Source: an optimization exercise on an open RTL-to-GDS flow (aim: small area). Production flows keep margins and buffers that such runs may drop. Only simulation tests tie the RTL to the original design; equivalence was not proved. Power is estimated from default activity; no workload was simulated.

--- design/flow/config.mk ---
export PLATFORM = sky130hd
export DESIGN_NAME = sauria_sa_top
export DESIGN_NICKNAME = sauria_sa_top
export VERILOG_FILES = /design/flow/design.v
export SDC_FILE = /design/flow/constraint.sdc
export NUM_CORES = 4
export LEC_CHECK = 0
export CAP_MARGIN = 20
export CORE_MARGIN = 2
export CORE_UTILIZATION = 40
export PLACE_DENSITY = 0.6
export SLEW_MARGIN = 20
--- design/flow/flow/run.sh ---
#!/bin/bash
# The standard layout (the standard.sh, standard synthesis unchanged),
# with the smallest buffer on the ports, yosys/abc buffers removed instead of
# an early timing repair on the unplaced netlist, and a clock tree of
# mid-size buffers without dummy loads. make's full output goes to
# standard.log.
set -euo pipefail
bash standard.sh finish \
  "REMOVE_ABC_BUFFERS=1" \
  "BUFFER_PORTS_ARGS=-buffer_cell sky130_fd_sc_hd__buf_1" \
  "CTS_ARGS=-sink_clustering_enable -repair_clock_nets -dont_use_dummy_load -buf_list sky130_fd_sc_hd__clkbuf_8 -sink_clustering_size 20 -sink_clustering_max_diameter 50" \
  > standard.log 2>&1
--- design/flow/constraint.sdc ---
create_clock -name core_clock -period 8.0 [get_ports {i_clk}]
set_input_delay 1.6000 -clock core_clock [delete_from_list [all_inputs] [get_ports {i_clk}]]
set_output_delay 1.6000 -clock core_clock [all_outputs]
set_load 0.01 [all_outputs]
--- design/flow/standard.sh ---
#!/bin/bash
# synth_recipe.tcl (not shown) runs the flow's synth.tcl, then flattens the netlist and writes it again
# the make line also repeats each setting of config.mk as NAME=value (left out here)
make -C /OpenROAD-flow-scripts/flow DESIGN_CONFIG=/design/flow/config.mk WORK_HOME=/design/flow/orfs CLKGATE_MAP_FILE= SYNTH_SCRIPT=/design/flow/synth_recipe.tcl "${@:-finish}"
--- design/flow/design.v ---
module FA 
(
  input logic   A,
  input logic   B,
  input logic   Cin, 
  output logic  S,
  output logic  Co
);
  assign S = A ^ B ^ Cin;
  assign Co = (Cin & A) | (Cin & B) |(A & B);
endmodule 
module HA
(
  input logic   A,
  input logic   B,
  output logic  S,
  output logic  Co
);
  assign S = A ^ B;
  assign Co = A & B;
endmodule
module mul_8x8_signed_bw (
  input  logic [7:0]  a,
  input  logic [7:0]  b,
  input  logic [11:0] R,    
  input  logic [7:0]  P,    
  input  logic [7:4]  RP,   
  input  logic [7:4]  RnP,  
  output logic [15:0] s,
  output logic [15:0] c
);
  logic pp_0_0;
  assign pp_0_0 = (a[0] & b[0]) & P[0];
  logic pp_0_1;
  assign pp_0_1 = (a[1] & b[0]) & P[1];
  logic pp_0_2;
  assign pp_0_2 = ~P[2] | (a[2] & b[0]);
  logic pp_0_3;
  assign pp_0_3 = ~P[3] | (a[3] & b[0]);
  logic pp_0_4;
  assign pp_0_4 = RnP[4] | ((a[4] & b[0]) & R[0]);
  logic pp_0_5;
  assign pp_0_5 = RnP[5] | ((a[5] & b[0]) & R[1]);
  logic pp_0_6;
  assign pp_0_6 = RnP[6] | ((a[6] & b[0]) & R[2]);
  logic pp_0_7;
  assign pp_0_7 = RnP[7] | (~(a[7] & b[0]) & R[3]);
  logic pp_1_0;
  assign pp_1_0 = (a[0] & b[1]) & P[1];
  logic pp_1_1;
  assign pp_1_1 = (a[1] & b[1]) & P[2];
  logic pp_1_2;
  assign pp_1_2 = (a[2] & b[1]) & P[3];
  logic pp_1_3;
  assign pp_1_3 = (a[3] & b[1]) & RP[4];
  logic pp_1_4;
  assign pp_1_4 = (a[4] & b[1]) & RP[5];
  logic pp_1_5;
  assign pp_1_5 = (a[5] & b[1]) & RP[6];
  logic pp_1_6;
  assign pp_1_6 = (a[6] & b[1]) & RP[7];
  logic pp_1_7;
  assign pp_1_7 = ~(a[7] & b[1]) & R[4];
  logic pp_2_0;
  assign pp_2_0 = (a[0] & b[2]) & P[2];
  logic pp_2_1;
  assign pp_2_1 = (a[1] & b[2]) & P[3];
  logic pp_2_2;
  assign pp_2_2 = (a[2] & b[2]) & RP[4];
  logic pp_2_3;
  assign pp_2_3 = (a[3] & b[2]) & RP[5];
  logic pp_2_4;
  assign pp_2_4 = (a[4] & b[2]) & RP[6];
  logic pp_2_5;
  assign pp_2_5 = (a[5] & b[2]) & RP[7];
  logic pp_2_6;
  assign pp_2_6 = (a[6] & b[2]) & R[4];
  logic pp_2_7;
  assign pp_2_7 = ~(a[7] & b[2]) & R[5];
  logic pp_3_0;
  assign pp_3_0 = (a[0] & b[3]) & P[3];
  logic pp_3_1;
  assign pp_3_1 = (a[1] & b[3]) & RP[4];
  logic pp_3_2;
  assign pp_3_2 = (a[2] & b[3]) & RP[5];
  logic pp_3_3;
  assign pp_3_3 = (a[3] & b[3]) & RP[6];
  logic pp_3_4;
  assign pp_3_4 = (a[4] & b[3]) & RP[7];
  logic pp_3_5;
  assign pp_3_5 = (a[5] & b[3]) & R[4];
  logic pp_3_6;
  assign pp_3_6 = (a[6] & b[3]) & R[5];
  logic pp_3_7;
  assign pp_3_7 = ~(a[7] & b[3]) & R[6];
  logic pp_4_0;
  assign pp_4_0 = (a[0] & b[4]) & RP[4];
  logic pp_4_1;
  assign pp_4_1 = (a[1] & b[4]) & RP[5];
  logic pp_4_2;
  assign pp_4_2 = (a[2] & b[4]) & RP[6];
  logic pp_4_3;
  assign pp_4_3 = (a[3] & b[4]) & RP[7];
  logic pp_4_4;
  assign pp_4_4 = (a[4] & b[4]) & R[4];
  logic pp_4_5;
  assign pp_4_5 = (a[5] & b[4]) & R[5];
  logic pp_4_6;
  assign pp_4_6 = (a[6] & b[4]) & R[6];
  logic pp_4_7;
  assign pp_4_7 = ~(a[7] & b[4]) & R[7];
  logic pp_5_0;
  assign pp_5_0 = (a[0] & b[5]) & RP[5];
  logic pp_5_1;
  assign pp_5_1 = (a[1] & b[5]) & RP[6];
  logic pp_5_2;
  assign pp_5_2 = (a[2] & b[5]) & RP[7];
  logic pp_5_3;
  assign pp_5_3 = (a[3] & b[5]) & R[4];
  logic pp_5_4;
  assign pp_5_4 = (a[4] & b[5]) & R[5];
  logic pp_5_5;
  assign pp_5_5 = (a[5] & b[5]) & R[6];
  logic pp_5_6;
  assign pp_5_6 = (a[6] & b[5]) & R[7];
  logic pp_5_7;
  assign pp_5_7 = ~(a[7] & b[5]) & R[8];
  logic pp_6_0;
  assign pp_6_0 = (a[0] & b[6]) & RP[6];
  logic pp_6_1;
  assign pp_6_1 = (a[1] & b[6]) & RP[7];
  logic pp_6_2;
  assign pp_6_2 = (a[2] & b[6]) & R[4];
  logic pp_6_3;
  assign pp_6_3 = (a[3] & b[6]) & R[5];
  logic pp_6_4;
  assign pp_6_4 = (a[4] & b[6]) & R[6];
  logic pp_6_5;
  assign pp_6_5 = (a[5] & b[6]) & R[7];
  logic pp_6_6;
  assign pp_6_6 = (a[6] & b[6]) & R[8];
  logic pp_6_7;
  assign pp_6_7 = ~(a[7] & b[6]) & R[9];
  logic pp_7_0;
  assign pp_7_0 = ~(a[0] & b[7]) & RP[7];
  logic pp_7_1;
  assign pp_7_1 = ~(a[1] & b[7]) & R[4];
  logic pp_7_2;
  assign pp_7_2 = ~(a[2] & b[7]) & R[5];
  logic pp_7_3;
  assign pp_7_3 = ~(a[3] & b[7]) & R[6];
  logic pp_7_4;
  assign pp_7_4 = ~(a[4] & b[7]) & R[7];
  logic pp_7_5;
  assign pp_7_5 = ~(a[5] & b[7]) & R[8];
  logic pp_7_6;
  assign pp_7_6 = ~(a[6] & b[7]) & R[9];
  logic pp_7_7;
  assign pp_7_7 = (a[7] & b[7]) & R[10];
  logic fs0, fc0;
  logic fs1, fc1;
  logic fs2, fc2;
  logic fs3, fc3;
  logic fs4, fc4;
  logic fs5, fc5;
  logic fs6, fc6;
  logic fs7, fc7;
  logic fs8, fc8;
  logic fs9, fc9;
  logic fs10, fc10;
  logic fs11, fc11;
  logic fs12, fc12;
  logic fs13, fc13;
  logic fs14, fc14;
  logic fs15, fc15;
  logic fs16, fc16;
  logic fs17, fc17;
  logic fs18, fc18;
  logic fs19, fc19;
  logic fs20, fc20;
  logic fs21, fc21;
  logic fs22, fc22;
  logic fs23, fc23;
  logic fs24, fc24;
  logic fs25, fc25;
  logic fs26, fc26;
  logic fs27, fc27;
  logic fs28, fc28;
  logic fs29, fc29;
  logic fs30, fc30;
  logic fs31, fc31;
  logic fs32, fc32;
  logic fs33, fc33;
  logic fs34, fc34;
  logic fs35, fc35;
  logic fs36, fc36;
  logic fs37, fc37;
  logic fs38, fc38;
  logic fs39, fc39;
  logic fs40, fc40;
  logic fs41, fc41;
  HA ha0 (.A(pp_0_6), .B(pp_1_5), .S(fs0), .Co(fc0));
  FA fa1 (.A(pp_0_7), .B(pp_1_6), .Cin(pp_2_5), .S(fs1), .Co(fc1));
  HA ha2 (.A(pp_3_4), .B(pp_4_3), .S(fs2), .Co(fc2));
  FA fa3 (.A(pp_1_7), .B(pp_2_6), .Cin(pp_3_5), .S(fs3), .Co(fc3));
  FA fa4 (.A(pp_4_4), .B(pp_5_3), .Cin(pp_6_2), .S(fs4), .Co(fc4));
  FA fa5 (.A(pp_2_7), .B(pp_3_6), .Cin(pp_4_5), .S(fs5), .Co(fc5));
  HA ha6 (.A(pp_0_4), .B(pp_1_3), .S(fs6), .Co(fc6));
  FA fa7 (.A(pp_0_5), .B(pp_1_4), .Cin(pp_2_3), .S(fs7), .Co(fc7));
  HA ha8 (.A(pp_3_2), .B(pp_4_1), .S(fs8), .Co(fc8));
  FA fa9 (.A(fs0), .B(pp_2_4), .Cin(pp_3_3), .S(fs9), .Co(fc9));
  FA fa10 (.A(pp_4_2), .B(pp_5_1), .Cin(pp_6_0), .S(fs10), .Co(fc10));
  FA fa11 (.A(fc0), .B(fs1), .Cin(fs2), .S(fs11), .Co(fc11));
  FA fa12 (.A(pp_5_2), .B(pp_6_1), .Cin(pp_7_0), .S(fs12), .Co(fc12));
  FA fa13 (.A(fc1), .B(fc2), .Cin(fs3), .S(fs13), .Co(fc13));
  FA fa14 (.A(fs4), .B(pp_7_1), .Cin(R[4]), .S(fs14), .Co(fc14));
  FA fa15 (.A(fc3), .B(fc4), .Cin(fs5), .S(fs15), .Co(fc15));
  FA fa16 (.A(pp_5_4), .B(pp_6_3), .Cin(pp_7_2), .S(fs16), .Co(fc16));
  FA fa17 (.A(fc5), .B(pp_3_7), .Cin(pp_4_6), .S(fs17), .Co(fc17));
  FA fa18 (.A(pp_5_5), .B(pp_6_4), .Cin(pp_7_3), .S(fs18), .Co(fc18));
  FA fa19 (.A(pp_4_7), .B(pp_5_6), .Cin(pp_6_5), .S(fs19), .Co(fc19));
  HA ha20 (.A(pp_0_3), .B(pp_1_2), .S(fs20), .Co(fc20));
  FA fa21 (.A(fs6), .B(pp_2_2), .Cin(pp_3_1), .S(fs21), .Co(fc21));
  FA fa22 (.A(fc6), .B(fs7), .Cin(fs8), .S(fs22), .Co(fc22));
  FA fa23 (.A(fc7), .B(fc8), .Cin(fs9), .S(fs23), .Co(fc23));
  FA fa24 (.A(fc9), .B(fc10), .Cin(fs11), .S(fs24), .Co(fc24));
  FA fa25 (.A(fc11), .B(fc12), .Cin(fs13), .S(fs25), .Co(fc25));
  FA fa26 (.A(fc13), .B(fc14), .Cin(fs15), .S(fs26), .Co(fc26));
  FA fa27 (.A(fc15), .B(fc16), .Cin(fs17), .S(fs27), .Co(fc27));
  FA fa28 (.A(fc17), .B(fc18), .Cin(fs19), .S(fs28), .Co(fc28));
  FA fa29 (.A(fc19), .B(pp_5_7), .Cin(pp_6_6), .S(fs29), .Co(fc29));
  HA ha30 (.A(pp_0_2), .B(pp_1_1), .S(fs30), .Co(fc30));
  FA fa31 (.A(fs20), .B(pp_2_1), .Cin(pp_3_0), .S(fs31), .Co(fc31));
  FA fa32 (.A(fc20), .B(fs21), .Cin(pp_4_0), .S(fs32), .Co(fc32));
  FA fa33 (.A(fc21), .B(fs22), .Cin(pp_5_0), .S(fs33), .Co(fc33));
  FA fa34 (.A(fc22), .B(fs23), .Cin(fs10), .S(fs34), .Co(fc34));
  FA fa35 (.A(fc23), .B(fs24), .Cin(fs12), .S(fs35), .Co(fc35));
  FA fa36 (.A(fc24), .B(fs25), .Cin(fs14), .S(fs36), .Co(fc36));
  FA fa37 (.A(fc25), .B(fs26), .Cin(fs16), .S(fs37), .Co(fc37));
  FA fa38 (.A(fc26), .B(fs27), .Cin(fs18), .S(fs38), .Co(fc38));
  FA fa39 (.A(fc27), .B(fs28), .Cin(pp_7_4), .S(fs39), .Co(fc39));
  FA fa40 (.A(fc28), .B(fs29), .Cin(pp_7_5), .S(fs40), .Co(fc40));
  FA fa41 (.A(fc29), .B(pp_6_7), .Cin(pp_7_6), .S(fs41), .Co(fc41));
  assign s[0] = pp_0_0;
  assign c[0] = 1'b0;
  assign s[1] = pp_0_1;
  assign c[1] = pp_1_0;
  assign s[2] = fs30;
  assign c[2] = pp_2_0;
  assign s[3] = fc30;
  assign c[3] = fs31;
  assign s[4] = fc31;
  assign c[4] = fs32;
  assign s[5] = fc32;
  assign c[5] = fs33;
  assign s[6] = fc33;
  assign c[6] = fs34;
  assign s[7] = fc34;
  assign c[7] = fs35;
  assign s[8] = fc35;
  assign c[8] = fs36;
  assign s[9] = fc36;
  assign c[9] = fs37;
  assign s[10] = fc37;
  assign c[10] = fs38;
  assign s[11] = fc38;
  assign c[11] = fs39;
  assign s[12] = fc39;
  assign c[12] = fs40;
  assign s[13] = fc40;
  assign c[13] = fs41;
  assign s[14] = fc41;
  assign c[14] = pp_7_7;
  assign s[15] = R[11];
  assign c[15] = 1'b0;
endmodule
module multiplier_generic (
    input  logic [7:0]  i_a,
    input  logic [7:0]  i_b,
    input  logic [11:0] i_mult_res_mask,
    input  logic [7:0]  i_mult_appr_mask,
    input  logic [7:4]  i_rp,        
    input  logic [7:4]  i_rnp,       
    output logic [15:0] o_prod
);
logic [15:0] s, c, t;
logic        sign_res;
mul_8x8_signed_bw tree_i (
    .a (i_a),
    .b (i_b),
    .R (i_mult_res_mask),
    .P (i_mult_appr_mask),
    .RP  (i_rp),
    .RnP (i_rnp),
    .s (s),
    .c (c)
);
adder_ideal #(.W(16), .BLK(8)) cpa_i (.i_p(s), .i_c(c), .i_ci(1'b0), .o_c(t), .o_co());
assign sign_res = i_a[7] ^ i_b[7];
assign o_prod[3:0]  = t[3:0];
assign o_prod[15:4] = (i_mult_res_mask & t[15:4]) | (~i_mult_res_mask & {12{sign_res}});
endmodule
module adder_ideal #(
    parameter W   = 16,
    parameter BLK = 8
)(
    input  logic [W-1:0] i_p,
    input  logic [W-1:0] i_c,
    input  logic         i_ci,
    output logic [W-1:0] o_c,
    output logic         o_co
);
localparam NB = (W + BLK - 1) / BLK;
logic [NB:0] bc;     
assign bc[0] = i_ci;
genvar k, n;
generate
    for (n = 0; n < NB; n++) begin : blk
        localparam LO = n * BLK;
        localparam HI = ((n + 1) * BLK < W) ? (n + 1) * BLK : W;
        if (n == 0) begin : first
            logic [HI-LO:0] cy;
            assign cy[0] = bc[0];
            for (k = LO; k < HI; k++) begin : bits
                FA fa_i (.A(i_p[k]), .B(i_c[k]), .Cin(cy[k-LO]), .S(o_c[k]), .Co(cy[k-LO+1]));
            end
            assign bc[1] = cy[HI-LO];
        end else begin : inc
            logic [HI-LO:0] cy, all1;
            logic [HI-LO-1:0] s;
            assign cy[0] = 1'b0;
            assign all1[0] = 1'b1;
            for (k = LO; k < HI; k++) begin : bits
                FA fa_i (.A(i_p[k]), .B(i_c[k]), .Cin(cy[k-LO]), .S(s[k-LO]), .Co(cy[k-LO+1]));
                assign all1[k-LO+1] = all1[k-LO] & s[k-LO];
                assign o_c[k] = s[k-LO] ^ (bc[n] & all1[k-LO]);
            end
            assign bc[n+1] = cy[HI-LO] | (bc[n] & all1[HI-LO]);
        end
    end
endgenerate
assign o_co = bc[NB];
endmodule
module adder_generic #(
    parameter BLK = 8
)(
    input  logic [15:0] i_p,       
    input  logic [15:0] i_c_lo,    
    output logic [15:0] o_lo,      
    output logic        o_ps,      
    output logic        o_pc,
    input  logic [15:0] i_hi,      
    input  logic        i_ps,      
    input  logic        i_pc,
    output logic [15:0] o_hi       
);
adder_ideal #(.W(16), .BLK(BLK)) lo_i (
    .i_p  (i_p),
    .i_c  (i_c_lo),
    .i_ci (1'b0),
    .o_c  (o_lo),
    .o_co (o_pc)
);
assign o_ps = i_p[15];
logic [16:0] tg;
assign tg[0] = i_ps ^ i_pc;
genvar k;
generate
    for (k = 0; k < 16; k++) begin : hi
        assign tg[k+1]  = tg[k] & (i_hi[k] ^ i_ps);
        assign o_hi[k]  = i_hi[k] ^ tg[k];
    end
endgenerate
endmodule
module zero_det_neg (
    input  logic [7:0] i_a,
    input  logic [7:0] i_b,
    input  logic [1:0] i_thres,
    output logic       o_zero_det
);
logic a_s3, a_s2, a_s1, b_s3, b_s2, b_s1, neg_det;
assign a_s3 = (i_a[7:3] == 5'b00000) | (i_a[7:3] == 5'b11111);
assign a_s2 = a_s3 & (i_a[2] == i_a[3]);
assign a_s1 = a_s2 & (i_a[1] == i_a[2]);
assign b_s3 = (i_b[7:3] == 5'b00000) | (i_b[7:3] == 5'b11111);
assign b_s2 = b_s3 & (i_b[2] == i_b[3]);
assign b_s1 = b_s2 & (i_b[1] == i_b[2]);
always_comb begin
    case (i_thres)
        2'd1:    neg_det = a_s1 & b_s1;
        2'd2:    neg_det = a_s2 & b_s2;
        2'd3:    neg_det = a_s3 & b_s3;
        default: neg_det = 1'b0;
    endcase
end
assign o_zero_det = (i_a == 8'd0) | (i_b == 8'd0) | neg_det;
endmodule
module sa_processing_element #(
    parameter PRIM_A  = 0,   
    parameter PRIM_B  = 0,   
    parameter PRIM_C  = 0,   
    parameter TRUE_SC = 0    
)(
    input  logic        i_clk,
    input  logic        i_rstn,
    input  logic        i_z,
    input  logic        i_clear,
    input  logic        i_en,
    input  logic        i_cscan_en,
    input  logic [7:0]  i_a,
    input  logic [7:0]  i_b,
    input  logic        i_cswitch,
    input  logic [31:0] i_c,
    input  logic [11:0] i_mult_res_mask,
    input  logic [7:0]  i_mult_appr_mask,
    input  logic [7:4]  i_rp,
    input  logic [7:4]  i_rnp,
    input  logic [1:0]  i_thres,
    output logic [7:0]  o_a,
    output logic [7:0]  o_b,
    output logic        o_cswitch,
    output logic [31:0] o_c
);
logic [7:0]  a_q, b_q;
logic        cswitch_q;
logic [15:0] mac_lo_q, mac_hi_q, mac_hi;
logic        mac_ps_q, mac_pc_q, ps_d, pc_d;
logic [31:0] mac_q, mac_sc_q;
logic [15:0] mul_q;
logic        nz, ld_a, ld_b, hold;
logic        zero_det, ld_mul, add_en, cswitch_eff;
logic        sel_sc, sel_mac, sc_mac, sc_in, sc_hold;
logic [15:0] prod, addend;
logic [31:0] acc_in, sc_d;
logic [15:0] lo_d;
assign nz   = ~i_z;
assign ld_a = i_en & ((PRIM_A != 0) | nz);
assign ld_b = i_en & ((PRIM_B != 0) | nz);
assign hold = ~i_en & nz;
always_ff @(posedge i_clk) begin
    a_q       <= ({8{ld_a}} & i_a) | ({8{hold}} & a_q);
    b_q       <= ({8{ld_b}} & i_b) | ({8{hold}} & b_q);
    cswitch_q <= (ld_b & i_cswitch) | (hold & cswitch_q);
end
zero_det_neg zero_det_neg_i (
    .i_a        (a_q),
    .i_b        (b_q),
    .i_thres    (i_thres),
    .o_zero_det (zero_det)
);
multiplier_generic multiplier_i (
    .i_a              (a_q),
    .i_b              (b_q),
    .i_mult_res_mask  (i_mult_res_mask),
    .i_mult_appr_mask (i_mult_appr_mask),
    .i_rp             (i_rp),
    .i_rnp            (i_rnp),
    .o_prod           (prod)
);
assign ld_mul = i_en & nz & ~zero_det;
always_ff @(posedge i_clk) begin
    mul_q <= ({16{ld_mul}} & prod) | ({16{hold}} & mul_q);
end
assign cswitch_eff = cswitch_q & nz;
assign add_en      = i_en & nz;
assign addend      = {16{add_en}} & mul_q;
assign mac_q   = {mac_hi, mac_lo_q};
assign sel_sc  = i_en & cswitch_eff;
assign sel_mac = nz & ~sel_sc;
assign acc_in  = ({32{sel_sc}} & mac_sc_q) | ({32{sel_mac}} & mac_q);
adder_generic adder_i (
    .i_p    (addend),
    .i_c_lo (acc_in[15:0]),
    .o_lo   (lo_d),
    .o_ps   (ps_d),
    .o_pc   (pc_d),
    .i_hi   (mac_hi_q),
    .i_ps   (mac_ps_q),
    .i_pc   (mac_pc_q),
    .o_hi   (mac_hi)
);
always_ff @(posedge i_clk) begin
    mac_lo_q <= lo_d;
    mac_hi_q <= acc_in[31:16];
    mac_ps_q <= ps_d;
    mac_pc_q <= pc_d;
end
assign sc_mac  = i_en & cswitch_eff;
assign sc_in   = i_en & ~cswitch_eff & i_cscan_en & ((PRIM_C != 0) | nz);
assign sc_hold = nz & ~(i_en & (cswitch_eff | i_cscan_en));
assign sc_d    = ({32{sc_mac}} & mac_q) | ({32{sc_in}} & i_c) | ({32{sc_hold}} & mac_sc_q);
generate
    if (TRUE_SC != 0) begin : g_true_sc
        always_ff @(posedge i_clk or negedge i_rstn) begin
            if (~i_rstn) begin
                mac_sc_q <= '0;
            end else begin
                mac_sc_q <= {32{~i_clear}} & sc_d;
            end
        end
    end else begin : g_raw_sc
        always_ff @(posedge i_clk) begin
            mac_sc_q <= sc_d;
        end
    end
endgenerate
assign o_a       = a_q;
assign o_b       = b_q;
assign o_cswitch = cswitch_q;
assign o_c       = mac_sc_q;
endmodule
module sa_array #(
    parameter X = 4,
    parameter Y = 4
)(
    input  logic                 i_clk,
    input  logic                 i_rstn,
    input  logic [0:Y-1][7:0]    i_a_arr,
    input  logic [0:X-1][7:0]    i_b_arr,
    input  logic [0:Y-1][31:0]   i_c_arr,
    input  logic                 i_reg_clear,
    input  logic                 i_pipeline_en,
    input  logic [0:X-1]         i_cswitch_arr,
    input  logic                 i_cscan_en,
    input  logic [1:0]           i_thres,
    input  logic [11:0]          i_mult_res_mask,
    input  logic [7:0]           i_mult_appr_mask,
    output logic [0:Y-1][31:0]   o_c_arr
);
logic z_q;
always_ff @(posedge i_clk or negedge i_rstn) begin
    if (~i_rstn) begin
        z_q <= 1'b1;
    end else begin
        z_q <= i_reg_clear;
    end
end
logic [1:0]  thres_q;
always_ff @(posedge i_clk) begin
    if (i_pipeline_en) begin
        thres_q <= i_thres;
    end
end
logic [7:4] rp, rnp;
assign rp  = i_mult_res_mask[3:0] & i_mult_appr_mask[7:4];
assign rnp = i_mult_res_mask[3:0] & ~i_mult_appr_mask[7:4];
logic [0:Y-1][0:X][7:0]    mat_a;
logic [0:Y][0:X-1][7:0]    mat_b;
logic [0:Y-1][0:X][31:0]   mat_c;
logic [0:Y][0:X-1]         mat_cswitch;
genvar i, j;
generate
    for (j = 0; j < Y; j++) begin : y_ios
        assign mat_a[j][0] = i_a_arr[j];
        assign mat_c[j][X] = i_c_arr[j];
        assign o_c_arr[j]  = mat_c[j][0];
    end
    for (i = 0; i < X; i++) begin : x_ios
        assign mat_b[0][i]       = i_b_arr[i];
        assign mat_cswitch[0][i] = i_cswitch_arr[i];
    end
    for (j = 0; j < Y; j++) begin : y_axis
        for (i = 0; i < X; i++) begin : x_axis
            sa_processing_element #(
                .PRIM_A  (i == 0),
                .PRIM_B  (j == 0),
                .PRIM_C  (i == X-1),
                .TRUE_SC (i == 0)
            ) sa_processing_element_i (
                .i_clk            (i_clk),
                .i_rstn           (i_rstn),
                .i_z              (z_q),
                .i_clear          (i_reg_clear),
                .i_en             (i_pipeline_en),
                .i_cscan_en       (i_cscan_en),
                .i_a              (mat_a[j][i]),
                .i_b              (mat_b[j][i]),
                .i_cswitch        (mat_cswitch[j][i]),
                .i_c              (mat_c[j][i+1]),
                .i_mult_res_mask  (i_mult_res_mask),
                .i_mult_appr_mask (i_mult_appr_mask),
                .i_rp             (rp),
                .i_rnp            (rnp),
                .i_thres          (thres_q),
                .o_a              (mat_a[j][i+1]),
                .o_b              (mat_b[j+1][i]),
                .o_cswitch        (mat_cswitch[j+1][i]),
                .o_c              (mat_c[j][i])
            );
        end
    end
endgenerate
endmodule
module sauria_sa_top #(
    parameter X = 4,
    parameter Y = 4,
    parameter IA_W = 8,
    parameter IB_W = 8,
    parameter OC_W = 32,
    parameter TH_W = 2,
    parameter MULT_RES_MASK_W = 12,
    parameter MULT_APPR_MASK_W = 8
)(
    input  logic                        i_clk,
    input  logic                        i_rstn,
    input  logic [Y*IA_W-1:0]           i_a_arr,         
    input  logic [X*IB_W-1:0]           i_b_arr,         
    input  logic [Y*OC_W-1:0]           i_c_arr,         
    input  logic                        i_reg_clear,
    input  logic                        i_pipeline_en,
    input  logic [X-1:0]                i_cswitch_arr,   
    input  logic                        i_cscan_en,
    input  logic [TH_W-1:0]             i_thres,
    input  logic [MULT_RES_MASK_W-1:0]  i_mult_res_mask,
    input  logic [MULT_APPR_MASK_W-1:0] i_mult_appr_mask,
    output logic [Y*OC_W-1:0]           o_c_arr          
);
logic [0:Y-1][IA_W-1:0] a_arr;
logic [0:X-1][IB_W-1:0] b_arr;
logic [0:Y-1][OC_W-1:0] c_arr, oc_arr;
logic [0:X-1]           cswitch_arr;
genvar j, i;
generate
    for (j = 0; j < Y; j++) begin : rows
        assign a_arr[j] = i_a_arr[j*IA_W +: IA_W];
        assign c_arr[j] = i_c_arr[j*OC_W +: OC_W];
        assign o_c_arr[j*OC_W +: OC_W] = oc_arr[j];
    end
    for (i = 0; i < X; i++) begin : cols
        assign b_arr[i] = i_b_arr[i*IB_W +: IB_W];
        assign cswitch_arr[i] = i_cswitch_arr[i];
    end
endgenerate
sa_array #(
    .X(X),
    .Y(Y)
) sa_array_i (
    .i_clk            (i_clk),
    .i_rstn           (i_rstn),
    .i_a_arr          (a_arr),
    .i_b_arr          (b_arr),
    .i_c_arr          (c_arr),
    .i_reg_clear      (i_reg_clear),
    .i_pipeline_en    (i_pipeline_en),
    .i_cswitch_arr    (cswitch_arr),
    .i_cscan_en       (i_cscan_en),
    .i_thres          (i_thres),
    .i_mult_res_mask  (i_mult_res_mask),
    .i_mult_appr_mask (i_mult_appr_mask),
    .o_c_arr          (oc_arr)
);
endmodule
==> results by group, run 1 <==
Run status
  • Outcome: timing/DRC/antenna clean

Detailed routing
  • Routed Wire Length: around 350,000 um
  • Number of remaining DRC errors: 0
  • Via density: slightly below 6
  • Avg WL per Cell: 23.6 um
  • TritonRoute pass-1 iters: 13
  • Vias: 84,320
  • DRT antenna net count: 0
  • First DRT Iteration DRCs: 9,135

Cells and area
  • Cell Count, Final, Fillers Out: approximately 15,000
  • Final instance area: about 0.11 mm2
  • Final core occ: between 40% and 50%
  • Final #Nets: around 13,000
  • Share of layout cells above drive strength 1: under 10%
  • Fillers: between 20,000 and 30,000
  • Area Growth Syn to Fin: 5.89%

Timing
  • Fin Clk Skew: roughly 0.15 ns
  • RSZ-0062 raised after global routing: no
  • Hold_ws: 0.415 ns
  • Max Fclk: 0.147 GHz
  • Least-Margin Pin Slew: between 1 and 1.5 ns
  • Fin crit share: a little over four fifths
  • Setup violators final: 0
  • Setup TNS: 0 ns
  • Relative slew slack: a little over a fifth
  • Fin. Hold Viols: 0
  • Final min period: about 6.8 ns
  • Final worst-path setup slack: 1.21 ns
  • Count of final max-slew check failures: 0

Clocking
  • Cts hold-fix bufs: 0
  • Post-cts repair resize count: 0
  • Worst-path clk slew: ~0.09 ns
  • H-tree levels: 4
  • Post-CTS Setup Inserts: 0
  • CTS Buf Count: 192
  • CTS tree: built
  • Sink Count: between 1,500 and 2,000
  • Clock latency (worst-skew pair): between 1 and 1.5 ns
  • Clk root buf: clkbuf_8
  • Max Root-Sink Buffers: 3

Critical path
  • Slowest-stage cell, CP: fa_1
  • WP data arrival: 7.62 ns
  • Critical path origin: i_mult_res_mask[3]
  • Top cell by count, worst path: fa_1
  • R2r setup slk: about 1.6 ns
  • Worst path cell trace: clkbuf_4, and2_2, buf_12, nand3_1, fa_1, inv_1, fa_1, inv_1, fa_1, inv_1, fa_1, ha_1, fa_1, fa_1, inv_1, fa_1, fa_1, fa_1, inv_1, fa_1, nor4bb_1, xnor2_1, mux2i_1, o21ai_0
  • Startpoint Class: input pin
  • Setup crit end kind: flip-flop
  • Critical Path Fanout Max: 41
  • CP Data Required Time: slightly below 9 ns
  • FF-to-FF Start: sa_array_i.z_q
  • CP delay by family, top: adder cells
  • Buf/Inv on CP: 7
  • CP Class: input pin to flip-flop
  • Worst reg2reg path depth: 18
  • Worst path max stage delay: around 0.55 ns
  • Crit path depth: 24

Global route
  • Number of global-route vias before repair: roughly 84,000
  • Initial antenna violation count: 35
  • Met2 Usage GRT: about two fifths
  • Largest net degree at the start of global routing: approximately 180
  • Total congestion overflow: 0
  • Met1 GRT Util: a little over a third
  • GRT Total Usage: 25.6%
  • GRT Max-Usage Layer: met2
  • M3 GR Usage: about 4.5%
  • First-pass GRT wire length: roughly 520,000 um

Logic synthesis
  • Largest cells by area after synthesis: dfxtp_1 (28%), fa_1 (19%), nand2_1 (4.7%), o21ai_0 (4.1%), inv_1 (3.9%)
  • Avg Inst Size Synth: 9.09 um2
  • Synth cell count leaders: dfxtp_1 (1,456), nand2_1 (1,312), inv_1 (1,092), fa_1 (976), o21ai_0 (856)
  • Flops & latches, synth: 1,587
  • Synth warn: 8
  • Top-area cell type share of the netlist area: between 20% and 30%
  • Yosys top cell by area: dfxtp_1
  • Asr flop ratio synth: just over 8%
  • Unique cell type count in the Yosys netlist: 76
  • Number of flops mapped to enable cells by yosys: 2
  • Sequential share of the synthesized area: between 30 and 40%
  • Most frequent cell after synthesis: dfxtp_1
  • Top_reg_cell synth: dfxtp_1
  • Mapped Cells: 11,457
  • Post-Synthesis Cell Area: approximately 0.10 mm2

Power and ir drop
  • Leak: between 40 and 50 nW
  • Combinational Power Share: approximately 16%
  • Worst VDD drop: 0.144 mV
  • Switching power: around 4.9 mW
  • PwrDens: between 100 and 150 mW/mm2
  • Net Sw Frac: 30.4%
  • Reg power frac: between 50% and 60%
  • Internal power: roughly 11 mW
  • Pwr Total: approximately 16 mW
  • Clock Power Share: between 30 and 40%

Die
  • Ports: 351
  • Die Height: ~510 um
  • FP Rows: 187
  • Initial Util: between 40% and 50%
  • Core area: between 0.2 and 0.3 mm2
  • Die area: 0.264 mm2
  • Die W: a little over 500 um

Placement
  • IO buf count: 350
  • Placer Congestion: 0.926
  • Hpwl dp: between 200,000 and 250,000 um
  • Placed cell area: between 0.1 and 0.15 mm2
  • Placed Cells: between 10,000 and 15,000
  • Pre-CTS WS: 0.272 ns

Min path
  • Hold Path Class: flip-flop to flip-flop

Job
  • Maxcap violations: 0
[worst min-delay path by stage]
stage | cells past startpoint | slack (ns) | start | end
2_1_floorplan | 2 | 0.42 | flip-flop | flip-flop
3_3_place_gp | 2 | 0.43 | flip-flop | flip-flop
3_5_place_dp | 2 | 0.43 | flip-flop | flip-flop
4_1_cts | 2 | 0.40 | flip-flop | flip-flop
5_1_grt | 2 | 0.42 | flip-flop | flip-flop
6_report | 2 | 0.41 | flip-flop | flip-flop
[worst reg2reg max path, delay by kind of cell, from the launching register on]
family | cells | cell delay (ns)
adders and majority gates | 7 | 2.71
AOI/OAI and AO/OA | 2 | 0.56
DFF | 1 | 1.10
buffers and inverters | 4 | 0.73
and+or+nand+nor | 5 | 1.35
[cell type report]
| class | count | area, um2 | share of cell area, % |
|---|---|---|---|
| Tap cell | 3402 | 4260 | 3.86 |
| Timing Repair Buffer | 579 | 3440 | 3.12 |
| Sequential cell | 1587 | 32400 | 29.4 |
| Multi-Input combinational cell | 7728 | 63300 | 57.4 |
| Antenna cell | 19 | 47.5 | 0.0431 |
| Clock buffer | 192 | 2640 | 2.40 |
| Inverter | 1092 | 4100 | 3.72 |
[logic make-up after synthesis]
family | share of synthesized area (%)
simple gates | 16.4
compound gates | 14.4
buf+inv | 8.21
flops | 31.2
fa+ha+maj | 21.8
xor+xnor | 4.76
mux | 3.19
[flip-flops by register name, indices dropped and copies added, names as in the netlist, 128 cells and up]
name and flops:
sa_array_i.y_axis.x_axis.sa_processing_element_i.mac_sc_q 512, sa_array_i.y_axis.x_axis.sa_processing_element_i.b_q 128, sa_array_i.y_axis.x_axis.sa_processing_element_i.mac_hi_q 256, sa_array_i.y_axis.x_axis.sa_processing_element_i.mac_lo_q 256
sa_array_i.y_axis.x_axis.sa_processing_element_i.a_q 128, sa_array_i.y_axis.x_axis.sa_processing_element_i.mul_q 256
[metal layers]
metal / wire length [um] / up-vias
met4: 11900 / 16
met1: 148000 / 42370
li1: - / 37940
met2: 157000 / 3388
met3: 27900 / 606
met5: 102 / -
[placed cells by master (no fill, tap or decap), drive strengths merged, types with 21 or more instances in the layout]
master,count
nor4b,36
nand3,326
o21ai,858
ha,256
and2,185
buf,561
nand3b,51
a21oi,153
a31oi,25
nor3,62
xor2,306
nand2,1312
dfxtp,1456
nand4b,40
xnor2,260
a21boi,224
mux2i,329
nor2,405
or4b,26
nor4,33
fa,976
nand2b,29
nor2b,35
and3,607
clkbuf,210
dfrtp,128
a22o,143
nand4,39
nor3b,29
o22ai,63
a22oi,309
inv,1092
or3,21
o31ai,47
or4,45
and3b,23
a222oi,252
or3b,35
[power by group through the flow]
stage               clock network [mW]  logic, mW  registers [mW]
floorplan                            0       1.51            8.50
global placement                     0       2.45            8.68
detailed placement                   0       2.50            8.68
CTS                               5.13       2.51            8.51
global route                      5.43       2.78            8.54
finish                            5.00       2.52            8.53
==> run 2, diff against run 1 <==
--- a/design/flow/design.v
+++ b/design/flow/design.v
@@ -485,9 +485,11 @@
     mac_ps_q <= ps_d;
     mac_pc_q <= pc_d;
 end
-assign sc_mac  = i_en & cswitch_eff;
-assign sc_in   = i_en & ~cswitch_eff & i_cscan_en & ((PRIM_C != 0) | nz);
-assign sc_hold = nz & ~(i_en & (cswitch_eff | i_cscan_en));
+logic sc_keep;
+assign sc_keep = (TRUE_SC == 0) | ~i_clear;
+assign sc_mac  = sc_keep & i_en & cswitch_eff;
+assign sc_in   = sc_keep & i_en & ~cswitch_eff & i_cscan_en & ((PRIM_C != 0) | nz);
+assign sc_hold = sc_keep & nz & ~(i_en & (cswitch_eff | i_cscan_en));
 assign sc_d    = ({32{sc_mac}} & mac_q) | ({32{sc_in}} & i_c) | ({32{sc_hold}} & mac_sc_q);
 generate
     if (TRUE_SC != 0) begin : g_true_sc
@@ -495,7 +497,7 @@
             if (~i_rstn) begin
                 mac_sc_q <= '0;
             end else begin
-                mac_sc_q <= {32{~i_clear}} & sc_d;
+                mac_sc_q <= sc_d;
             end
         end
     end else begin : g_raw_sc
--- a/design/flow/config.mk
+++ b/design/flow/config.mk
@@ -7,6 +7,6 @@
 export LEC_CHECK = 0
 export CAP_MARGIN = 20
 export CORE_MARGIN = 2
-export CORE_UTILIZATION = 40
-export PLACE_DENSITY = 0.6
+export CORE_UTILIZATION = 48
+export PLACE_DENSITY = 0.62
 export SLEW_MARGIN = 20
==> results by group, run 2 <==
Critical path
  • CP delay by family, top: adder cells
  • CP Data Required Time: around 9 ns
  • WP data arrival: roughly 7.6 ns
  • Top cell by count, worst path: fa_1
  • Worst path cell trace: clkbuf_4, buf_4, a21boi_0, fa_1, fa_1, fa_1, fa_1, ha_1, fa_1, fa_1, inv_1, fa_1, fa_1, fa_1, nor4_1, a21oi_1, nor3_1, o21ai_0
  • CP Class: input pin to flip-flop
  • Setup crit end kind: flip-flop
  • Slowest-stage cell, CP: nor4_1
  • Startpoint Class: input pin
  • Buf/Inv on CP: 3
  • Critical Path Fanout Max: 26
  • Worst path max stage delay: 0.53 ns

Detailed routing
  • Via density: ~6
  • Number of remaining DRC errors: 0
  • TritonRoute pass-1 iters: 12
  • DRT antenna net count: 0
  • Routed Wire Length: 327,000 um
  • First DRT Iteration DRCs: between 8,000 and 9,000
  • Vias: between 80,000 and 90,000
  • Avg WL per Cell: approximately 24 um

Placement
  • Hpwl dp: 233,000 um
  • Pre-CTS WS: roughly 0.26 ns
  • IO buf count: 350
  • Placer Congestion: ~0.92

Timing
  • Fin Clk Skew: 0.118 ns
  • Final worst-path setup slack: roughly 1.2 ns
  • Setup violators final: 0
  • Least-Margin Pin Slew: 1.16 ns
  • Final min period: 6.82 ns
  • Fin. Hold Viols: 0
  • Max Fclk: ~0.15 GHz
  • Count of final max-slew check failures: 0
  • Fin crit share: between 80% and 90%
  • RSZ-0062 raised after global routing: no
  • Relative slew slack: 22.3%

Power and ir drop
  • Switching power: about 4.8 mW
  • Clock Power Share: a little under a third
  • Net Sw Frac: between 30% and 40%
  • Pwr Total: 16.0 mW
  • Leak: roughly 48 nW
  • Combinational Power Share: 15.6%
  • Internal power: 11.2 mW
  • Reg power frac: 53.4%
  • PwrDens: approximately 150 mW/mm2
  • Worst VDD drop: 0.159 mV

Global route
  • Number of global-route vias before repair: 81,492
  • Total congestion overflow: 0
  • Largest net degree at the start of global routing: 180
  • GRT Total Usage: between 20% and 30%
  • Initial antenna violation count: 35
  • First-pass GRT wire length: between 400,000 and 500,000 um

Die
  • Die Height: approximately 470 um
  • FP Rows: 170
  • Initial Util: 48.3%
  • Core area: 0.214 mm2
  • Die W: about 470 um
  • Die area: between 0.2 and 0.25 mm2
  • Ports: between 300 and 400

Logic synthesis
  • Top-area cell type share of the netlist area: between 20 and 30%
  • Sequential share of the synthesized area: between 30% and 40%
  • Synth cell count leaders: dfxtp_1 (1,456), nand2_1 (1,222), inv_1 (1,181), fa_1 (976), o21ai_0 (855)
  • Post-Synthesis Cell Area: between 0.1 and 0.15 mm2
  • Top_reg_cell synth: dfxtp_1
  • Avg Inst Size Synth: roughly 9.2 um2
  • Yosys top cell by area: dfxtp_1
  • Unique cell type count in the Yosys netlist: 74
  • Number of flops mapped to enable cells by yosys: 2
  • Flops & latches, synth: approximately 1,600
  • Most frequent cell after synthesis: dfxtp_1
  • Mapped Cells: between 10,000 and 15,000
  • Synth warn: 8
  • Largest cells by area after synthesis: dfxtp_1 (28%), fa_1 (19%), nand2_1 (4.4%), inv_1 (4.3%), o21ai_0 (4.1%)
  • Asr flop ratio synth: ~8%

Clocking
  • Post-CTS Setup Inserts: 0
  • Sink Count: about 1,600
  • CTS tree: built
  • Clk root buf: clkbuf_8
  • Cts hold-fix bufs: 0
  • Post-cts repair resize count: 0
  • Worst-path clk slew: 0.10 ns
  • CTS Buf Count: ~190
  • Clock latency (worst-skew pair): 0.99 ns
  • Max Root-Sink Buffers: 3
  • H-tree levels: 4

Cells and area
  • Fillers: slightly above 20,000
  • Most common cell after layout, fill and taps aside: dfxtp_1
  • Share of layout cells above drive strength 1: around 5.2%
  • Area Growth Syn to Fin: 5.02%
  • Most frequent cells in the layout: dfxtp_1 (1,456), nand2_1 (1,222), inv_1 (1,181), fa_1 (976), o21ai_0 (855)
  • Max FFs per register: about 510
  • Most flop-heavy register: sa_array_i.y_axis.x_axis.sa_processing_element_i.mac_sc_q
  • Final #Nets: ~12,000

Min path
  • Hold Path Class: flip-flop to flip-flop

Job
  • Maxcap violations: 0

Run status
  • Outcome: timing/DRC/antenna clean
-- run 2: area by class of cell --
type / count / area (um2) / share of cell area, %
diodes: 23 / 57.6 / 0.0530
clock buffers: 191 / 2630 / 2.42
inverters: 1182 / 4440 / 4.09
multi-input cells: 7481 / 62400 / 57.4
flip-flops and latches: 1587 / 32400 / 29.9
well taps: 2838 / 3550 / 3.27
repair buffers: 548 / 3150 / 2.90
-- run 2: path summary, 6_finish.rpt --
check | startpoint | to | slack, ns | cells past startpoint
max | i_mult_res_mask[4] | flip-flop | 1.18 | 18
min | flip-flop | flip-flop | 0.43 | 2
max reg2reg | sa_array_i.z_q | flip-flop | 1.47 | 19
min reg2reg | flip-flop | flip-flop | 0.43 | 2
max in group asynchronous | i_rstn | async pin | 6.10 | 2
min in group asynchronous | i_rstn | async pin | 0.69 | 1
-- run 2: layer usage --
layer	GRT usage [%]	up-vias	part of all wire [%]	wire length, um
met5	0	-	0.018	59
met4	10.8	10	3.9	12600
met2	46.0	3307	45	147000
met1	40.7	41566	43	141000
met3	4.91	615	8.0	26000
li1	-	37217	-	-
-- run 2: worst reg2reg max path: stages, from the launching register on --
cell	delay (ns)
dfstp_4	0.64
nor2b_4	0.78
buf_12	0.26
and2_1	0.45
a22o_1	0.25
ha_1	0.18
fa_1	0.18
inv_1	0.06
fa_1	0.45
fa_1	0.46
fa_1	0.46
fa_1	0.46
fa_1	0.43
inv_1	0.09
fa_1	0.20
and3_1	0.22
and3_1	0.23
nand3_1	0.17
o31ai_1	0.27
buf_4	0.21
-- run 2: metrics by stage --
stage / hold slack (ns) / util (%) / cells / area (um2) / TNS [ns]
CTS: 0.423 / 50.6 / 13826 / 109000 / 0
detailed placement: 0.434 / 49.4 / 13635 / 106000 / 0
global placement: 0.431 / 49.4 / 13634 / 106000 / 0
global route: 0.460 / 50.7 / 13838 / 109000 / 0
finish: 0.435 / 50.7 / 13850 / 109000 / 0
floorplan: 0.417 / - / 10250 / 99100 / -6017.98
-- run 2: kinds of logic (layout without fill, tap and decap cells) --
kind of cell               count (synthesis)  in the layout  share of synthesized area (%)
xor gates and xnor gates                 569            569                           4.82
buffers and inverters                   2209           1921                           8.52
muxes                                    332            332                           3.26
DFF                                     1587           1587                           31.4
AOI/OAI and AO/OA                       2190           2190                           14.5
other                                      0             23                              0
and+or+nand+nor                         3158           3158                           15.6
adders and majority gates               1232           1232                           22.0
-- run 2: power by group through the flow --
stage	logic [mW]	registers, mW	clock network (mW)
3_5_place_dp	2.45	8.68	0
6_report	2.48	8.52	4.96
3_3_place_gp	2.39	8.67	0
4_1_cts	2.46	8.50	5.09
2_1_floorplan	1.51	8.50	0
5_1_grt	2.74	8.53	5.38
==> run 3, diff against run 2 <==
--- a/design/flow/config.mk
+++ b/design/flow/config.mk
@@ -7,6 +7,6 @@
 export LEC_CHECK = 0
 export CAP_MARGIN = 20
 export CORE_MARGIN = 2
-export CORE_UTILIZATION = 48
-export PLACE_DENSITY = 0.62
+export CORE_UTILIZATION = 52
+export PLACE_DENSITY = 0.66
 export SLEW_MARGIN = 20
==> results by group, run 3 <==
Timing
  • RSZ-0062 raised after global routing: no
  • Fin Clk Skew: 0.110 ns
  • Fin. Hold Viols: 0
  • Relative slew slack: ~18%
  • Count of final max-slew check failures: 0
  • Final min period: between 6 and 7 ns
  • Setup violators final: 0
  • Fin crit share: between 80% and 90%
  • Least-Margin Pin Slew: 1.23 ns
  • Max Fclk: about 0.15 GHz

Logic synthesis
  • Avg Inst Size Synth: 9.17 um2
  • Unique cell type count in the Yosys netlist: 74
  • Mapped Cells: about 11,000
  • Top_reg_cell synth: dfxtp_1
  • Flops & latches, synth: about 1,600
  • Largest cells by area after synthesis: dfxtp_1 (28%), fa_1 (19%), nand2_1 (4.4%), inv_1 (4.3%), o21ai_0 (4.1%)
  • Asr flop ratio synth: 8.13%
  • Yosys top cell by area: dfxtp_1
  • Synth warn: 8
  • Number of flops mapped to enable cells by yosys: 2
  • Sequential share of the synthesized area: 31.4%
  • Synth cell count leaders: dfxtp_1 (1,456), nand2_1 (1,222), inv_1 (1,181), fa_1 (976), o21ai_0 (855)
  • Most frequent cell after synthesis: dfxtp_1
  • Post-Synthesis Cell Area: between 0.1 and 0.15 mm2
  • Top-area cell type share of the netlist area: 28.2%

Placement
  • Placed Cells: roughly 13,000
  • IO buf count: between 300 and 400
  • Hpwl dp: 232,000 um
  • Placed cell area: ~0.11 mm2
  • Placer Congestion: ~0.95

Cells and area
  • Area Growth Syn to Fin: 4.44%
  • Most frequent cells in the layout: dfxtp_1 (1,456), nand2_1 (1,222), inv_1 (1,181), fa_1 (976), o21ai_0 (855)
  • Most flop-heavy register: sa_array_i.y_axis.x_axis.sa_processing_element_i.mac_sc_q
  • Max FFs per register: roughly 510
  • Final instance area: roughly 0.11 mm2
  • Final #Nets: 12,422
  • Cell Count, Final, Fillers Out: approximately 14,000
  • Final core occ: a little over half
  • Share of layout cells above drive strength 1: 4.96%
  • Most common cell after layout, fill and taps aside: dfxtp_1

Clocking
  • Max Root-Sink Buffers: 3
  • Cts hold-fix bufs: 0
  • Sink Count: 1,587
  • Worst-path clk slew: about 0.09 ns
  • Post-CTS Setup Inserts: 0
  • Clk root buf: clkbuf_8
  • Post-cts repair resize count: 0
  • H-tree levels: 4
  • CTS Buf Count: 173
  • CTS tree: built
  • Clock latency (worst-skew pair): 1.01 ns

Detailed routing
  • Vias: a little over 80,000
  • Number of remaining DRC errors: 0
  • DRT antenna net count: 0
  • Via density: a little over 6
  • Avg WL per Cell: 23.8 um
  • Routed Wire Length: 324,000 um
  • TritonRoute pass-1 iters: 14
  • First DRT Iteration DRCs: approximately 9,000

Min path
  • Hold depth: 2
  • Hold Path Class: flip-flop to flip-flop

Job
  • Maxcap violations: 0

Run status
  • Outcome: timing/DRC/antenna clean

Global route
  • GRT Total Usage: between 30% and 40%
  • First-pass GRT wire length: ~500,000 um
  • Initial antenna violation count: 18
  • Largest net degree at the start of global routing: 154
  • Number of global-route vias before repair: a little over 80,000
  • Total congestion overflow: 0

Critical path
  • CP Class: input pin to flip-flop
  • R2r setup slk: roughly 1.7 ns
  • Startpoint Class: input pin
  • Worst reg2reg path depth: 17
  • Critical Path Fanout Max: 32
  • Setup crit end kind: flip-flop
  • WP data arrival: approximately 7.5 ns
  • CP Data Required Time: 8.81 ns

Die
  • Die W: roughly 450 um
  • Ports: 351
  • Die Height: approximately 450 um
  • FP Rows: 163
  • Initial Util: 52.4%
  • Core area: 0.197 mm2
  • Die area: just over 0.2 mm2

Power and ir drop
  • Leak: 47.5 nW
  • PwrDens: around 150 mW/mm2
  • Worst VDD drop: between 0.15 and 0.2 mV
## run 3: cell counts after synthesis
Identical to the previous run, type by type.
## run 3: critical path, cell delays in order
cell	delay, ns
clkbuf_4	0.19
buf_4	0.37
a21boi_0	0.34
fa_1	0.48
fa_1	0.52
fa_1	0.44
fa_1	0.52
ha_1	0.17
fa_1	0.21
fa_1	0.18
inv_1	0.05
fa_1	0.44
fa_1	0.47
fa_1	0.54
nor4_1	0.56
a21oi_1	0.14
nor3_1	0.19
o21ai_0	0.09
## run 3: power by group
| part | internal, mW | leakage, nW | switching, mW |
|---|---|---|---|
| clock | 1.91 | 1.24 | 2.78 |
| sequential | 8.12 | 13.6 | 0.402 |
| combinational | 0.928 | 32.7 | 1.53 |
| total | 11.0 | 47.5 | 4.72 |
## run 3: worst max-delay path by stage
stage	slack (ns)	startpoint	depth (start not counted)	end
after floorplan	-6.83	sa_array_i.z_q	19	flip-flop
after global placement	0.45	i_mult_res_mask[3]	24	flip-flop
after detailed placement	0.31	i_mult_res_mask[3]	24	flip-flop
after CTS	1.42	i_mult_res_mask[4]	20	flip-flop
after global routing	0.98	i_mult_res_mask[3]	21	flip-flop
final	1.29	i_mult_res_mask[4]	18	flip-flop
## run 3: cell type report
type                       count  area, um2
timing repair buffer         542       3080
tap                         2640       3300
antenna                       11       27.5
multi-input combinational   7481      62400
fill                       18043      89400
clock buffer                 173       2380
sequential                  1587      32400
inverter                    1182       4440
## run 3: cell families after synthesis
| kind of cell | after synthesis | share of synthesized area [%] |
|---|---|---|
| simple gates | 3158 | 15.6 |
| buf+inv | 2209 | 8.52 |
| compound gates | 2190 | 14.5 |
| flops | 1587 | 31.4 |
| fa+ha+maj | 1232 | 22.0 |
| xor+xnor | 569 | 4.82 |
| mux | 332 | 3.26 |
## run 3: layer usage
metal / global-route usage, % / wire length (um) / vias up
li1: - / - / 37196
met1: 42.3 / 134000 / 41556
met2: 49.8 / 148000 / 3615
met3: 5.84 / 27200 / 722
met4: 13.6 / 14800 / 18
met5: 0 / 123 / -
## run 3: stage by stage
step                hold WS [ns]  worst slack, ns  setup TNS (ns)  total power [mW]
floorplan                  0.417            -6.83        -6017.98              10.0
global placement           0.429            0.450               0              11.0
detailed placement         0.434            0.313               0              11.1
CTS                        0.418             1.42               0              15.7
global route               0.457            0.980               0              16.3
finish                     0.416             1.29               0              15.7
==> run 4, diff against run 3 <==
--- a/design/flow/design.v
+++ b/design/flow/design.v
@@ -295,7 +295,7 @@
     .s (s),
     .c (c)
 );
-adder_ideal #(.W(16), .BLK(8)) cpa_i (.i_p(s), .i_c(c), .i_ci(1'b0), .o_c(t), .o_co());
+adder_ideal #(.W(16), .BLK(10)) cpa_i (.i_p(s), .i_c(c), .i_ci(1'b0), .o_c(t), .o_co());
 assign sign_res = i_a[7] ^ i_b[7];
 assign o_prod[3:0]  = t[3:0];
 assign o_prod[15:4] = (i_mult_res_mask & t[15:4]) | (~i_mult_res_mask & {12{sign_res}});
@@ -342,7 +342,7 @@
 assign o_co = bc[NB];
 endmodule
 module adder_generic #(
-    parameter BLK = 8
+    parameter BLK = 10
 )(
     input  logic [15:0] i_p,       
     input  logic [15:0] i_c_lo,    
==> results by group, run 4 <==
Timing
  • RSZ-0062 raised after global routing: no
  • Setup violators final: 0
  • Least-Margin Pin Slew: around 1.1 ns
  • Final min period: a little under 7 ns
  • Fin crit share: a little under nine tenths
  • Relative slew slack: around 29%
  • Fin Clk Skew: 0.108 ns
  • Final worst-path setup slack: approximately 1.1 ns
  • Max Fclk: between 0.1 and 0.15 GHz
  • Count of final max-slew check failures: 0
  • Fin. Hold Viols: 0

Critical path
  • CP Data Required Time: slightly below 9 ns
  • Critical path origin: i_pipeline_en
  • Slowest-stage cell, CP: nor2b_4
  • CP delay by family, top: adder cells
  • R2r setup slk: roughly 1.3 ns
  • Buf/Inv on CP: 4
  • WP data arrival: around 8 ns
  • Critical Path Fanout Max: 37
  • Worst reg2reg path depth: 19
  • Crit path depth: 20
  • Worst path cell trace: clkbuf_4, nor2b_4, buf_12, and2_1, a22o_1, ha_1, fa_1, inv_1, fa_1, fa_1, fa_1, fa_1, fa_1, fa_1, fa_1, inv_1, fa_1, nand4_1, or3_1, xor2_1
  • CP Class: input pin to flip-flop
  • Worst path max stage delay: 0.69 ns
  • FF-to-FF Start: sa_array_i.z_q
  • Top cell by count, worst path: fa_1
  • Startpoint Class: input pin
  • Setup crit end kind: flip-flop

Logic synthesis
  • Yosys top cell by area: dfxtp_1
  • Sequential share of the synthesized area: a little under a third
  • Most frequent cell after synthesis: dfxtp_1
  • Top-area cell type share of the netlist area: approximately 28%
  • Unique cell type count in the Yosys netlist: 78
  • Mapped Cells: 11,103
  • Flops & latches, synth: approximately 1,600
  • Largest cells by area after synthesis: dfxtp_1 (28%), fa_1 (19%), inv_1 (4.8%), and3_1 (3.7%), nand2_1 (3.7%)
  • Synth cell count leaders: dfxtp_1 (1,456), inv_1 (1,307), nand2_1 (1,014), fa_1 (976), clkbuf_1 (810)
  • Top_reg_cell synth: dfxtp_1
  • Asr flop ratio synth: around 8.1%
  • Number of flops mapped to enable cells by yosys: 2
  • Synth warn: 8
  • Avg Inst Size Synth: 9.27 um2
  • Post-Synthesis Cell Area: 0.103 mm2

Job
  • Maxcap violations: 0

Detailed routing
  • Wire length on met2: ~140,000 um
  • Vias: 81,991
  • Number of remaining DRC errors: 0
  • Via density: just over 6
  • Routed Wire Length: between 300,000 and 400,000 um
  • First DRT Iteration DRCs: just under 9,000
  • TritonRoute pass-1 iters: 13
  • Avg WL per Cell: 23.2 um
  • Top Metal Used: met5
  • DRT antenna net count: 0
  • Met1 Wirelength: about 130,000 um
  • Metal3 WL: between 20,000 and 30,000 um

Cells and area
  • Max FFs per register: ~500
  • Final #Nets: ~12,000
  • Cell Count, Final, Fillers Out: 13,478
  • Share of layout cells above drive strength 1: roughly 5.1%
  • Most frequent cells in the layout: dfxtp_1 (1,456), inv_1 (1,306), nand2_1 (1,014), fa_1 (976), and3_1 (609)
  • Most flop-heavy register: sa_array_i.y_axis.x_axis.sa_processing_element_i.mac_sc_q
  • Most common cell after layout, fill and taps aside: dfxtp_1
  • Area Growth Syn to Fin: 4.66%

Clocking
  • CTS tree: built
  • Post-cts repair resize count: 0
  • Max Root-Sink Buffers: 3
  • Sink Count: between 1,500 and 2,000
  • H-tree levels: 4
  • Worst-path clk slew: around 0.10 ns
  • Clk root buf: clkbuf_8
  • Clock latency (worst-skew pair): 1.03 ns
  • Cts hold-fix bufs: 0
  • Post-CTS Setup Inserts: 0
  • CTS Buf Count: approximately 180

Power and ir drop
  • PwrDens: about 150 mW/mm2
  • Leak: 47.1 nW
  • Worst VDD drop: 0.130 mV

Placement
  • IO buf count: 350
  • Pre-CTS WS: 0.124 ns
  • Placed Cells: 13,277
  • Placer Congestion: a little over 0.9
  • Hpwl dp: between 200,000 and 250,000 um

Min path
  • Hold Path Class: flip-flop to flip-flop

Die
  • Die Height: 449 um
  • Ports: between 300 and 400
  • Core area: 0.197 mm2
  • FP Rows: 163
  • Die W: around 450 um
  • Die area: 0.201 mm2
  • Initial Util: between 50% and 60%

Global route
  • First-pass GRT wire length: about 480,000 um
  • Initial antenna violation count: 23
  • GRT Total Usage: a little under a third
  • Number of global-route vias before repair: approximately 80,000
  • Total congestion overflow: 0
  • Largest net degree at the start of global routing: around 160

Run status
  • Outcome: timing/DRC/antenna clean
[run 4: cell count changes in the layout (fill, tap and decap cells not counted), sizes merged, moves of 25 or more]
| cell | before | now |
|---|---|---|
| a22o | 185 | 375 |
| inv | 1182 | 1307 |
| xor2 | 326 | 198 |
| a21boi | 224 | 192 |
| o21ai | 882 | 669 |
| nor2 | 324 | 383 |
| xnor2 | 243 | 288 |
| and3 | 579 | 609 |
| a211oi | 7 | 34 |
| mux2i | 331 | 292 |
| a21oi | 127 | 224 |
| nand4b | 40 | 15 |
| nand2 | 1222 | 1014 |
[run 4: tightest hold or removal path, delay by kind of cell, from the launching register on]
kind,cells,cell delay (ns)
flip-flops,1,0.33
AO/OA/AOI/OAI,1,0.07
buffers and inverters,1,0.05
[run 4: layout make-up]
type	instances	area, um2
antenna	21	52.6
tap	2640	3300
fill	17821	89300
clock buffer	179	2460
timing repair buffer	564	3280
multi-input combinational	7176	61200
inverter	1311	4930
sequential	1587	32400
[run 4: power by group]
part	switching (mW)	internal, mW	leakage [nW]
combinational	1.44	0.892	32.2
sequential	0.391	8.12	13.6
clock	2.80	1.97	1.29
total	4.64	11.0	47.1
[run 4: routing by layer]
metal | up-vias | global-route usage, %
met5 | - | 0
met1 | 40972 | 41.1
met2 | 3451 | 48.0
met4 | 12 | 15.5
met3 | 741 | 5.10
li1 | 36815 | -
[run 4: cells by family after synthesis]
kind of cell    Yosys count  share of synthesized area [%]
mux                     301                           2.94
buf+inv                2340                           9.09
fa+ha+maj              1232                           22.1
xor+xnor                486                           4.14
compound gates         2246                           15.6
simple gates           2911                           14.6
flops                  1587                           31.5
[run 4: worst min-delay path by stage]
stage	startpoint	endpoint	slack, ns	depth (start not counted)
4_1_cts	flip-flop	flip-flop	0.41	2
2_1_floorplan	flip-flop	flip-flop	0.42	2
6_report	flip-flop	flip-flop	0.41	2
3_3_place_gp	flip-flop	flip-flop	0.43	2
3_5_place_dp	flip-flop	flip-flop	0.44	2
5_1_grt	flip-flop	flip-flop	0.46	2
[run 4: through the flow]
step / total power, mW / util [%] / TNS [ns] / hold slack (ns) / area [um2]
after floorplan: 9.93 / - / -7051.72 / 0.417 / 98500
after global placement: 10.9 / 53.4 / 0 / 0.435 / 105000
after detailed placement: 11.0 / 53.4 / 0 / 0.440 / 105000
after CTS: 15.7 / 54.6 / 0 / 0.412 / 108000
after global routing: 16.3 / 54.6 / 0 / 0.459 / 108000
final: 15.6 / 54.7 / 0 / 0.405 / 108000
==> run 5, diff against run 4 <==
--- a/design/flow/config.mk
+++ b/design/flow/config.mk
@@ -7,6 +7,6 @@
 export LEC_CHECK = 0
 export CAP_MARGIN = 20
 export CORE_MARGIN = 2
-export CORE_UTILIZATION = 52
-export PLACE_DENSITY = 0.66
+export CORE_UTILIZATION = 48
+export PLACE_DENSITY = 0.62
 export SLEW_MARGIN = 20
==> results by group, run 5 <==
Job
  • Maxcap violations: 0

Power and ir drop
  • Leak: around 47 nW
  • Worst VDD drop: 0.206 mV
  • PwrDens: about 150 mW/mm2

Clocking
  • Post-cts repair resize count: 0
  • CTS Buf Count: around 190
  • Worst-path clk slew: approximately 0.090 ns
  • H-tree levels: 4
  • CTS tree: built
  • Clk root buf: clkbuf_8
  • Cts hold-fix bufs: 0
  • Max Root-Sink Buffers: 3
  • Clock latency (worst-skew pair): between 1 and 1.5 ns
  • Sink Count: between 1,500 and 2,000
  • Post-CTS Setup Inserts: 0

Timing
  • Max Fclk: between 0.1 and 0.15 GHz
  • Fin crit share: around 89%
  • Hold_ws: slightly below 0.4 ns
  • Fin Clk Skew: 0.111 ns
  • Least-Margin Pin Slew: between 1 and 1.5 ns
  • Final min period: 7.12 ns
  • Final worst-path setup slack: just under 0.9 ns
  • RSZ-0062 raised after global routing: no
  • Setup violators final: 0
  • Count of final max-slew check failures: 0
  • Relative slew slack: a little over 30%
  • Fin. Hold Viols: 0

Detailed routing
  • Avg WL per Cell: 23.5 um
  • Metal3 WL: 25,500 um
  • First DRT Iteration DRCs: between 8,000 and 9,000
  • Wire length on met2: roughly 150,000 um
  • TritonRoute pass-1 iters: 15
  • Met1 Wirelength: 135,000 um
  • Routed Wire Length: 321,000 um
  • Vias: between 80,000 and 90,000
  • Number of remaining DRC errors: 0
  • DRT antenna net count: 0
  • Top Metal Used: met5
  • Via density: 5.97

Critical path
  • WP data arrival: approximately 8 ns
  • CP Data Required Time: slightly below 9 ns
  • Top cell by count, worst path: fa_1
  • Startpoint Class: flip-flop
  • Worst path max stage delay: slightly above 1 ns
  • Worst path cell trace: nor2b_4, buf_12, and2_2, buf_4, o21ai_0, ha_1, fa_1, inv_1, fa_1, fa_1, fa_1, fa_1, fa_1, fa_1, fa_1, inv_1, fa_1, nand4_1, or3_1, xor2_1
  • FF-to-FF Start: sa_array_i.z_q
  • Slowest-stage cell, CP: dfstp_4
  • Worst reg2reg path depth: 20
  • R2r setup slk: 0.88 ns
  • Setup crit end kind: flip-flop
  • Critical Path Fanout Max: 25
  • CP Class: flip-flop to flip-flop
  • Critical path origin: sa_array_i.z_q

Logic synthesis
  • Simple-gate share of the synthesized area: 14.6%
  • Yosys top cell by area: dfxtp_1
  • Flops & latches, synth: 1,587
  • Avg Inst Size Synth: 9.27 um2
  • Sequential share of the synthesized area: 31.5%
  • Asr flop ratio synth: under 10%
  • Largest cells by area after synthesis: dfxtp_1 (28%), fa_1 (19%), inv_1 (4.8%), and3_1 (3.7%), nand2_1 (3.7%)
  • Synth Area in XOR/XNOR: about 4.1%
  • Largest family of logic cells by synthesized area: adder cells
  • Most frequent cell after synthesis: dfxtp_1
  • Mux contribution to synthesized area: just under 3%
  • Synth cell count leaders: dfxtp_1 (1,456), inv_1 (1,307), nand2_1 (1,014), fa_1 (976), clkbuf_1 (810)
  • Adder-cell share of the synthesized area: between 20% and 30%
  • Mapped Cells: 11,103
  • Top-area cell type share of the netlist area: between 20 and 30%
  • Synth Area in Compound Gates: between 15 and 20%
  • Synth warn: 8
  • Post-Synthesis Cell Area: just over 0.1 mm2
  • Unique cell type count in the Yosys netlist: 78
  • Number of flops mapped to enable cells by yosys: 2
  • Top_reg_cell synth: dfxtp_1

Die
  • Die W: approximately 470 um
  • FP Rows: 169
  • Die area: 0.218 mm2
  • Initial Util: between 40% and 50%
  • Die Height: around 470 um
  • Ports: 351
  • Core area: 0.213 mm2

Cells and area
  • Most frequent cells in the layout: dfxtp_1 (1,456), inv_1 (1,306), nand2_1 (1,014), fa_1 (976), and3_1 (609)
  • Final instance area: 0.108 mm2
  • Cell Count, Final, Fillers Out: between 10,000 and 15,000
  • Most flop-heavy register: sa_array_i.y_axis.x_axis.sa_processing_element_i.mac_sc_q
  • Final #Nets: about 12,000
  • Share of layout cells above drive strength 1: ~5.2%
  • Max FFs per register: 512
  • Area Growth Syn to Fin: 5.05%
  • Most common cell after layout, fill and taps aside: dfxtp_1
  • Fillers: between 15,000 and 20,000

Global route
  • Total congestion overflow: 0
  • Number of global-route vias before repair: between 80,000 and 90,000
  • Initial antenna violation count: 22
  • Largest net degree at the start of global routing: 106
  • First-pass GRT wire length: between 400,000 and 500,000 um
  • GRT Total Usage: between 20% and 30%

Run status
  • Outcome: timing/DRC/antenna clean

Placement
  • Placed Cells: 13,455
  • Pre-CTS WS: -0.0680 ns
  • IO buf count: 350
  • Hpwl dp: ~230,000 um
  • Placer Congestion: ~0.90
  • Placed cell area: ~0.11 mm2

Min path
  • Hold Path Class: flip-flop to flip-flop
==> run 5: cell counts after synthesis <==
Identical to the previous run, type by type.
==> run 5: through the flow <==
step	total power, mW	TNS (ns)	util (%)
2_1_floorplan	9.93	-7051.72	-
3_3_place_gp	11.0	0	49.6
3_5_place_dp	11.0	-0.356	49.6
4_1_cts	15.9	0	50.8
5_1_grt	16.5	0	50.9
6_report	15.8	0	50.9
==> run 5: final cells by class <==
class	count	area [um2]	area share, %
diodes	17	42.5	0.0394
clock buffers	191	2630	2.43
well taps	2821	3530	3.27
repair buffers	560	3290	3.05
multi-input cells	7176	61200	56.6
flip-flops and latches	1587	32400	30.0
inverters	1311	4930	4.56
==> run 5: worst max-delay path, delay by kind of cell (launching register included) <==
family	cells	cell delay [ns]
compound gates	1	0.19
xor+xnor	1	0.15
fa+ha+maj	10	3.89
buf+inv	4	0.61
flops	1	1.03
simple gates	4	1.11
==> run 5: worst min path at each step <==
stage,startpoint,end,slack (ns),depth (start not counted)
2_1_floorplan,flip-flop,flip-flop,0.42,2
3_3_place_gp,flip-flop,flip-flop,0.44,2
3_5_place_dp,flip-flop,flip-flop,0.44,2
5_1_grt,flip-flop,flip-flop,0.41,2
6_report,flip-flop,flip-flop,0.40,2
4_1_cts,flip-flop,flip-flop,0.40,2
==> run 5: layer usage <==
| metal | global-route usage, % | vias up |
|---|---|---|
| li1 | - | 36828 |
| met1 | 39.3 | 40878 |
| met2 | 45.7 | 3217 |
| met3 | 4.87 | 634 |
| met4 | 11.8 | 6 |
| met5 | 0 | - |
==> run 5: logic make-up after synthesis <==
| kind of cell | after synthesis |
|---|---|
| XOR/XNOR | 486 |
| adder cells (fa/ha/maj) | 1232 |
| AO/OA/AOI/OAI | 2246 |
| flip-flops | 1587 |
| buffers and inverters | 2340 |
| multiplexers | 301 |
| AND/OR/NAND/NOR | 2911 |
==> run 5: report_power, final <==
part	total [mW]	leakage, nW	switching (mW)	internal, mW
Clock	4.94	1.37	2.85	2.09
Combinational	2.35	32.2	1.45	0.900
Sequential	8.53	13.6	0.401	8.13
Total	15.8	47.2	4.70	11.1

==> afterwards: timing with drivers on the ports <==
No port has a modelled driver above. Below, the same layouts with a new extraction and two added sets of constraints.
Step 1: set_driving_cell puts a clkbuf_16 on i_clk and a buf_2 on each other input, an assumption about the parent block.
Step 2 also shifts input and output timing later by t, the mid clock arrival at the registers, as if the neighbouring blocks saw the same clock.
Slacks: ideal ports / drivers / drivers and shift; pairs: ideal ports / drivers.
run	t (ns)	setup slack, ns
run 1	1.069	1.214 / 1.136 / 0.067
run 2	1.037	1.184 / 1.240 / 0.203
run 3	1.022	1.295 / 1.274 / 0.252
run 4	1.066	1.089 / 1.132 / 0.067
run 5	1.050	0.885 / 0.885 / -0.086
With both steps, setup timing fails in run 5, where it was met with ideal ports.
